This design comes from an exercise in tuning for small area and few clock cycles per item on the open sky130 flow, not from production work.
Function was checked by simulation only, so behaviour that the tests miss may differ from the original.

File: flow/design.v
module add#(
WIDTH=64
) 
(
    input  logic clk,
    input  logic rst_n,
    input  logic add_valid,
	output logic add_ack,
    input  logic [WIDTH-1:0] add_a,
    input  logic [WIDTH-1:0] add_b,
	output logic [WIDTH-1:0] add_result,
	output logic add_res_valid,
	input  logic add_res_ready
);
always_ff @(posedge clk or negedge rst_n)
if (!rst_n) begin
	add_result<=0;
	add_res_valid<=0;
end else begin
	if (add_ack) begin
		add_res_valid<=1'b1;
		add_result<=add_a+add_b;
	end else if (add_res_ready)
		add_res_valid<=1'b0;
end
assign add_ack=add_valid && ((~add_res_valid) || add_res_ready);
endmodule
module sub#(
WIDTH=64
) 
(
    input  logic clk,
    input  logic rst_n,
    input  logic sub_valid,
	output logic sub_ack,
    input  logic [WIDTH-1:0] sub_a,
    input  logic [WIDTH-1:0] sub_b,
	output logic [WIDTH-1:0] sub_result,
	output logic sub_res_valid,
	input  logic sub_res_ready
);
always_ff @(posedge clk or negedge rst_n)
if (!rst_n) begin
	sub_result<=0;
	sub_res_valid<=0;
end else begin
	if (sub_ack) begin
		sub_res_valid<=1'b1;
		sub_result<=sub_a-sub_b;
	end else if (sub_res_ready)
		sub_res_valid<=1'b0;
end
assign sub_ack=sub_valid && ((~sub_res_valid) || sub_res_ready);
endmodule
module mul#(
WIDTH=64
) 
(
    input  logic clk,
    input  logic rst_n,
    input  logic mul_valid,
	output logic mul_ack,
    input  logic [WIDTH-1:0] mul_a,
    input  logic [WIDTH-1:0] mul_b,
	output logic [WIDTH-1:0] mul_result,
	output logic mul_res_valid,
	input  logic mul_res_ready
);
/*verilator lint_off UNUSED*/
localparam SIZE=64;
localparam DSIZE=SIZE*2;
localparam HSIZE=SIZE/2;
localparam b2b=HSIZE*HSIZE+HSIZE;
localparam b=HSIZE;
localparam b1=HSIZE+1;
logic [HSIZE-1:0] a_high;
logic [HSIZE-1:0] a_low;
logic [HSIZE-1:0] a_high_;
logic [HSIZE-1:0] a_low_;
logic [HSIZE-1:0] b_high;
logic [HSIZE-1:0] b_low;
logic [HSIZE-1:0] b_high_;
logic [HSIZE-1:0] b_low_;
logic [DSIZE-1:0] mul_res1;
logic [DSIZE-1:0] mul_res2;
logic [DSIZE-1:0] mul_res3;
logic [DSIZE-1:0] mul_res4;
logic [DSIZE-1:0] mul_res5;
logic [DSIZE-1:0] mul_res6;
logic [DSIZE-1:0] mul_res7;
logic [DSIZE-1:0]  keep_res;
logic [DSIZE-1:0] add_result;
logic [HSIZE-1:0] sub_res1;
logic [HSIZE-1:0] sub_res2;
logic [3:0] valid_pipe;
logic run_pipeline;
assign a_high_	=mul_a[SIZE-1:HSIZE];
assign a_low_	=mul_a[HSIZE-1:0];
assign b_high_	=mul_b[SIZE-1:HSIZE];
assign b_low_	=mul_b[HSIZE-1:0];
assign mul_res_valid = valid_pipe[3];
assign mul_result 	 = add_result[SIZE-1:0];
assign mul_ack=mul_valid && (run_pipeline);
assign run_pipeline= (mul_res_ready || (~valid_pipe[3]));	
always_ff @(posedge clk or negedge rst_n)
	if (!rst_n) begin
		mul_res1<=0;
		mul_res2<=0;
		mul_res3<=0;
		mul_res4<=0;
		mul_res5<=0;
		mul_res6<=0;
		mul_res7<=0;
		keep_res<=0;
		sub_res1<=0;
		sub_res2<=0;
		valid_pipe<=0;
		add_result<=0;
	end else begin
	if (run_pipeline)
	begin
			sub_res1<=a_high_-a_low_;
			sub_res2<=b_high_-b_low_;
			a_high<=a_high_;
			a_low<=a_low_;
			b_high<=b_high_;
			b_low<=b_low_;
		valid_pipe[0]<=mul_valid;
			mul_res1<=a_high*b_high;
			mul_res2<=sub_res1*sub_res2;
			mul_res3<=a_low*b_low;
		valid_pipe[1]<=valid_pipe[0];
			mul_res4<=mul_res1<<HSIZE;
			mul_res5<=mul_res1<<SIZE;	
			mul_res6<=mul_res2<<HSIZE;
			mul_res7<=mul_res3<<HSIZE;
			keep_res<=mul_res3;
		valid_pipe[2]<=valid_pipe[1];
			add_result<=mul_res4+mul_res5-mul_res6+mul_res7+keep_res;
		valid_pipe[3]<=valid_pipe[2];
	end
	end
endmodule
module arbiter_engine
(
input rst_n,
input clk,
input [2:0] req,
output[2:0]	grant
);
logic [3-1:0] grant_q ;
logic [3-1:0] pre_req  ;
logic [3-1:0] sel_gnt  ;
logic [3-1:0] isol_lsb ;
logic [3-1:0] mask_pre ;
logic [3-1:0] win      ;
always_ff @(posedge clk, negedge rst_n)
begin
if (!rst_n) begin
    pre_req <= 0;
end    
else begin
        if (win != 0) pre_req <= win;
end
end
assign grant_q = win;
assign grant    = grant_q;
assign mask_pre = req & ~(((pre_req) - 1) | pre_req);  
assign sel_gnt  = mask_pre  & ((~(mask_pre)) + 1);        
assign isol_lsb = req &  ((~(req)) + 1);             
always_comb begin 
	if (mask_pre !=0)
		win      = sel_gnt;
	else 
		win      = isol_lsb;
end
endmodule
module arbiter #(
WIDTH=64
)
(
input rst_n,
input clk,
input [WIDTH-1:0] a,
input a_valid,
output a_ready,
input [WIDTH-1:0] b,
input b_valid,
output b_ready,
input [WIDTH-1:0] c,
input c_valid,
output c_ready,
output [WIDTH-1:0] result,
output result_valid,
output [2:0] result_unit,
input result_ack
);
logic [2:0] req, grant;
logic [2:0] arbiter_ready;
logic [WIDTH-1:0] result_;
always_comb begin
            case (grant)
            3'b001 : result_=a[WIDTH-1:0];
            3'b010 : result_=b[WIDTH-1:0];
            3'b100 : result_=c[WIDTH-1:0];
            default: result_=0;
            endcase
            end
            assign req={c_valid,b_valid,a_valid};
            assign a_ready = arbiter_ready[0];
            assign b_ready = arbiter_ready[1];
            assign c_ready = arbiter_ready[2];
            arbiter_engine arbiter_engine_inst (
                .clk(clk),
                .rst_n(rst_n),
                .req(req),
                .grant(grant)
            );
            assign arbiter_ready= ((grant)&{result_ack,result_ack,result_ack});  
            assign			result_valid =grant[0]||grant[1]||grant[2];
            assign			result_unit =grant;
            assign 			result =result_;			
endmodule
/*verilator lint_off UNUSED*/
module calculator (
    input  logic clk,
    input  logic rst_n,
    input  logic add_valid,
    output logic add_ack,
    input  logic [WIDTH-1:0] add_a,
    input  logic [WIDTH-1:0] add_b,
    input  logic sub_valid,
    output logic sub_ack,
    input  logic [WIDTH-1:0] sub_a,
    input  logic [WIDTH-1:0] sub_b,
    input  logic mul_valid,
    output logic mul_ack,
    input  logic [WIDTH-1:0] mul_a,
    input  logic [WIDTH-1:0] mul_b,
    output logic result_valid,
    input  logic result_ack,
    output logic [2:0] result_unit,
    output logic [WIDTH-1:0] result
);
parameter WIDTH = 64;  
logic  add_res_ready;
logic [WIDTH-1:0] add_result;
logic add_res_valid;
logic sub_res_ready;
logic [WIDTH-1:0] sub_result;
logic sub_res_valid;
logic mul_res_ready;
logic [WIDTH-1:0] mul_result;
logic mul_res_valid;
add#(
    .WIDTH(WIDTH)
) add_inst (
	.rst_n(rst_n),
	.clk(clk),
	.add_valid(add_valid),
	.add_ack(add_ack),
	.add_a(add_a),
	.add_b(add_b),
	.add_result(add_result),
	.add_res_valid(add_res_valid),
	.add_res_ready(add_res_ready)
);
sub#(
    .WIDTH(WIDTH)
) sub_inst (
	.rst_n(rst_n),
	.clk(clk),
	.sub_valid(sub_valid),
	.sub_ack(sub_ack),
	.sub_a(sub_a),
	.sub_b(sub_b),
	.sub_result(sub_result),
	.sub_res_valid(sub_res_valid),
	.sub_res_ready(sub_res_ready)
);
mul#(
    .WIDTH(WIDTH)
) mul_inst (
	.rst_n(rst_n),
	.clk(clk),
	.mul_valid(mul_valid),
	.mul_ack(mul_ack),
	.mul_a(mul_a),
	.mul_b(mul_b),
	.mul_result(mul_result),
	.mul_res_valid(mul_res_valid),
	.mul_res_ready(mul_res_ready)
);
arbiter#(
    .WIDTH(WIDTH)
) arbiter_inst (
	.rst_n(rst_n),
	.clk(clk),
	.a(add_result[WIDTH-1:0]),
	.a_valid(add_res_valid),
	.a_ready(add_res_ready),
	.b(sub_result[WIDTH-1:0]),
	.b_valid(sub_res_valid),
	.b_ready(sub_res_ready),	
	.c(mul_result[WIDTH-1:0]),
	.c_valid(mul_res_valid),
	.c_ready(mul_res_ready),
	.result(result),
	.result_valid(result_valid),
	.result_unit(result_unit),	
	.result_ack(result_ack)
);
endmodule
File: flow/run.sh
#!/bin/bash
# synth_recipe.tcl (not shown) runs the flow's synth.tcl, then flattens the netlist and writes it again
# the make line also repeats each setting of config.mk as NAME=value (left out here)
make -C /OpenROAD-flow-scripts/flow DESIGN_CONFIG=/design/flow/config.mk WORK_HOME=/design/flow/orfs CLKGATE_MAP_FILE= SYNTH_SCRIPT=/design/flow/synth_recipe.tcl finish
File: flow/config.mk
export PLATFORM = sky130hd
export DESIGN_NAME = calculator
export DESIGN_NICKNAME = calculator
export VERILOG_FILES = /design/flow/design.v
export SDC_FILE = /design/flow/constraint.sdc
export NUM_CORES = 4
export LEC_CHECK = 0
export CAP_MARGIN = 20
export CORE_MARGIN = 2
export CORE_UTILIZATION = 40
export SLEW_MARGIN = 20
File: flow/constraint.sdc
create_clock -name core_clock -period 9.0 [get_ports {clk}]
set_input_delay 1.8000 -clock core_clock [delete_from_list [all_inputs] [get_ports {clk}]]
set_output_delay 1.8000 -clock core_clock [all_outputs]
set_load 0.01 [all_outputs]
==> flow_summary.toml <==
[run_status]
status = "finished clean"

[detailed_routing]
drt_pre_antenna_iters = 8
antenna_left = 0
totalWireLength_um = 330000
drtIter0Drc = 6106
drc = 0
route.detailed.wl_per_inst_um = 21.7
vias = 79796
vias_per_cell = 5.23

[clock_network]
cts_tree = "yes"
cts.clk_slew.worst_paths_ns = 0.06
cts_buffers = 81
clockRootBuffer = "clkbuf_16"
htree_levels = 3
clock_path_buffers = 3
clock-sinks = 649
insertion_delay_ns = 0.74
hold_buffers = 0

[floorplan]
initial_core_util_pct = 40.2
die_w_um = 512
dieArea_um2 = 262000
rows = 186
core_um2 = 257000
ios = 461
die_y_um = 512

[timing]
setup_tns_ns = 0
rsz0062_at_grt = "no"
max_freq_ghz = 0.118
period_share_pct = 94.6
fin_crit_ns = 8.51
worst_pin_slew_ns = 1.10
layout_setup_ws_ns = 0.489
finalSetupViolCount = 0
finalMaxSlewViolations = 0
final-hold-violation-count = 0
maxSlewHeadroom_pct = 26.9
skew_ns = 0.0692

[synthesis]
synthCells = 11602
synthTopCellsByCount = "2285 x inv_1, 1956 x nand2_1, 1778 x fa_1"
yosysMostFrequentCell = "inv_1"
synth_top_area_cell = "fa_1"
syn_nets = 14561
synth_top_area_share_pct = 34.5
syn_area_per_cell_um2 = 8.90
synthTopCellsByArea = "fa_1 34%, dfrtp_1 13%, ha_1 9.6%"
synth.cell_area_um2 = 103000
synth_ff_type = "dfrtp_1"
synthArstFlopShare_pct = 80.3
synth-edff-count = 128
synth_cell_types = 88
yosysSeqAreaShare_pct = 16.4
ys_seq_elements = 649
synth_warnings = 5

[final_layout]
register_area_um2 = 16900
fillCellCount = 24845
nets = 14755
syn_to_final_growth_pct = 10.9
final_area_um2 = 115000
multi_input_area_um2 = 75700
drive_gt1_share_pct = 3.53

[job]
maxCapViolations = 0

[global_route]
grtUsageTotal_pct = 25.2
grt_first_pass_wirelength_um = 506000
grt_antenna_before_repair = 22
grt_max_degree = 162
grt_pass1_vias = 85374
grt_overflow = 0

[setup_path]
crit_family = "adder cells"
cp_slowest_cell = "edfxtp_1"
arrival_ns = 9.10
crit_path_frequent_cell = "fa_1"
cp-end-kind = "flop"
startpoint = "mul_inst.b_low[13]$_DFFE_PP_"
path_max_fanout = 23
crit_buf_inv = 4
r2r_start = "mul_inst.b_low[13]$_DFFE_PP_"
cp.required_ns = 9.59
startpoint_type = "flop"
critPathKind = "reg -> reg"
slowest_delay_ns = 0.88

[hold_path]
min_from = "mul_inst.valid_pipe[2]$_DFFE_PN0N_"
hold_path_class = "reg -> reg"

[place]
gp_routability_congestion = 0.935
dpl-instance-area_um2 = 111000
portBuffers = 460
hpwl_um = 278000
dp_slack_ns = 0.347
-- final timing paths --
path,cells past startpoint,slack [ns],endpoint
max reg2reg,27,0.49,mul_inst.mul_res3[63]$_DFFE_PN0N_
min in group asynchronous,1,1.06,add_inst.add_result[2]$_DFFE_PN0P_
min,2,0.46,mul_inst.valid_pipe[2]$_DFFE_PN0N_
min reg2reg,2,0.46,mul_inst.valid_pipe[2]$_DFFE_PN0N_
max in group asynchronous,3,5.58,mul_inst.mul_res3[13]$_DFFE_PN0N_
max,27,0.49,mul_inst.mul_res3[63]$_DFFE_PN0N_
-- worst min-delay path: cells and delay by family, from the launching register on --
kind | cells | cell delay [ns]
flops | 1 | 0.34
simple gates | 2 | 0.10
-- registers in the layout, indices dropped and copies added (netlist names), 32 cells and up --
signal,cells
add_inst.add_result,64
mul_inst.add_result,64
mul_inst.keep_res,64
mul_inst.mul_res3,64
sub_inst.sub_result,64
mul_inst.a_high,32
mul_inst.a_low,32
mul_inst.b_high,32
mul_inst.b_low,32
mul_inst.mul_res1,32
mul_inst.mul_res2,32
mul_inst.mul_res4,32
mul_inst.mul_res6,32
mul_inst.sub_res1,32
mul_inst.sub_res2,32
-- layer usage --
metal / vias to the layer above / part of all wire (%) / GRT usage [%]
met3: 610 / 6.4 / 3.93
met5: - / 0.011 / 0
met4: 6 / 5.7 / 12.3
li1: 35897 / - / -
met2: 2697 / 48 / 41.9
met1: 40586 / 40 / 31.8
-- placed cells by master, fill, tap and decap left out, types with 81 or more instances in the layout --
master	netlist	final
fa_1	1778	1778
ha_1	791	791
o21ai_0	434	434
inv_1	2285	2285
edfxtp_1	128	128
nand2_1	1956	1954
xor2_1	155	155
clkdlybuf4s50_1	0	459
xnor2_1	296	296
nor2_1	311	311
a21o_1	220	220
buf_4	0	201
dfrtp_1	521	520
a21oi_1	456	456
and2_1	886	883
clkbuf_16	0	81
-- repair_timing --
action | CTS | global route
buffers inserted | 0 | 22
resized for setup | 0 | 1
hold endpoints to repair | 0 | 0
setup endpoints to repair | 0 | 6
-- stage by stage --
stage / utilization [%] / hold WS (ns) / cells
2_1_floorplan: - / 0.430 / 11602
3_3_place_gp: 43.4 / 0.454 / 15075
3_5_place_dp: 43.4 / 0.458 / 15075
4_1_cts: 44.5 / 0.450 / 15223
5_1_grt: 44.6 / 0.464 / 15246
6_report: 44.6 / 0.464 / 15255
-- final cells by class --
cell class                 count  area share [%]
clock buffer                 111            2.01
tap                         3384            3.70
timing repair buffer         681            5.61
sequential                   649            14.7
antenna                       10          0.0219
multi-input combinational   8098            66.1
clock inverter                37           0.359
inverter                    2285            7.49
-- cell families after synthesis --
logic type / Yosys count / synth area share, %
AND/OR/NAND/NOR: 3515 / 15.7
buffers and inverters: 2855 / 10.4
adder cells (fa/ha/maj): 2569 / 44.1
AO/OA/AOI/OAI: 1555 / 9.54
flip-flops: 649 / 16.4
XOR/XNOR: 451 / 3.83
multiplexers: 8 / 0.0848
Testbench counts, summed over its fixed seeds: cycles 4,267, items 4,259.

-- re-timing with driven ports --
The flow's constraints put no driver on any port. The routed layout listed below was extracted and timed again, unchanged, in two steps.
Step 1 assumes that a clkbuf_16 drives the clock port and a buf_2 every other input.
Step 2 moves the port delays by t, midway between the first and last clock arrival at a register: inputs arrive t later, outputs are due t later. That takes back most of the time a late clock gives input paths.
a / b / c = no drivers / after step 1 / after step 2; a / b = the first two.
t (ns): 0.776
setup slack, ns: 0.489 / 0.489 / 0.489
clock arrival spread, ns: 0.069 / 0.069
slew at the worst register clock pin (ns): 0.07 / 0.07
worst slew at a driven data input, ns: 0.10
After both steps this run still meets setup and hold. For this run, drivers alone change the setup slack by 0.000 ns; drivers and shift together by 0.000 ns.
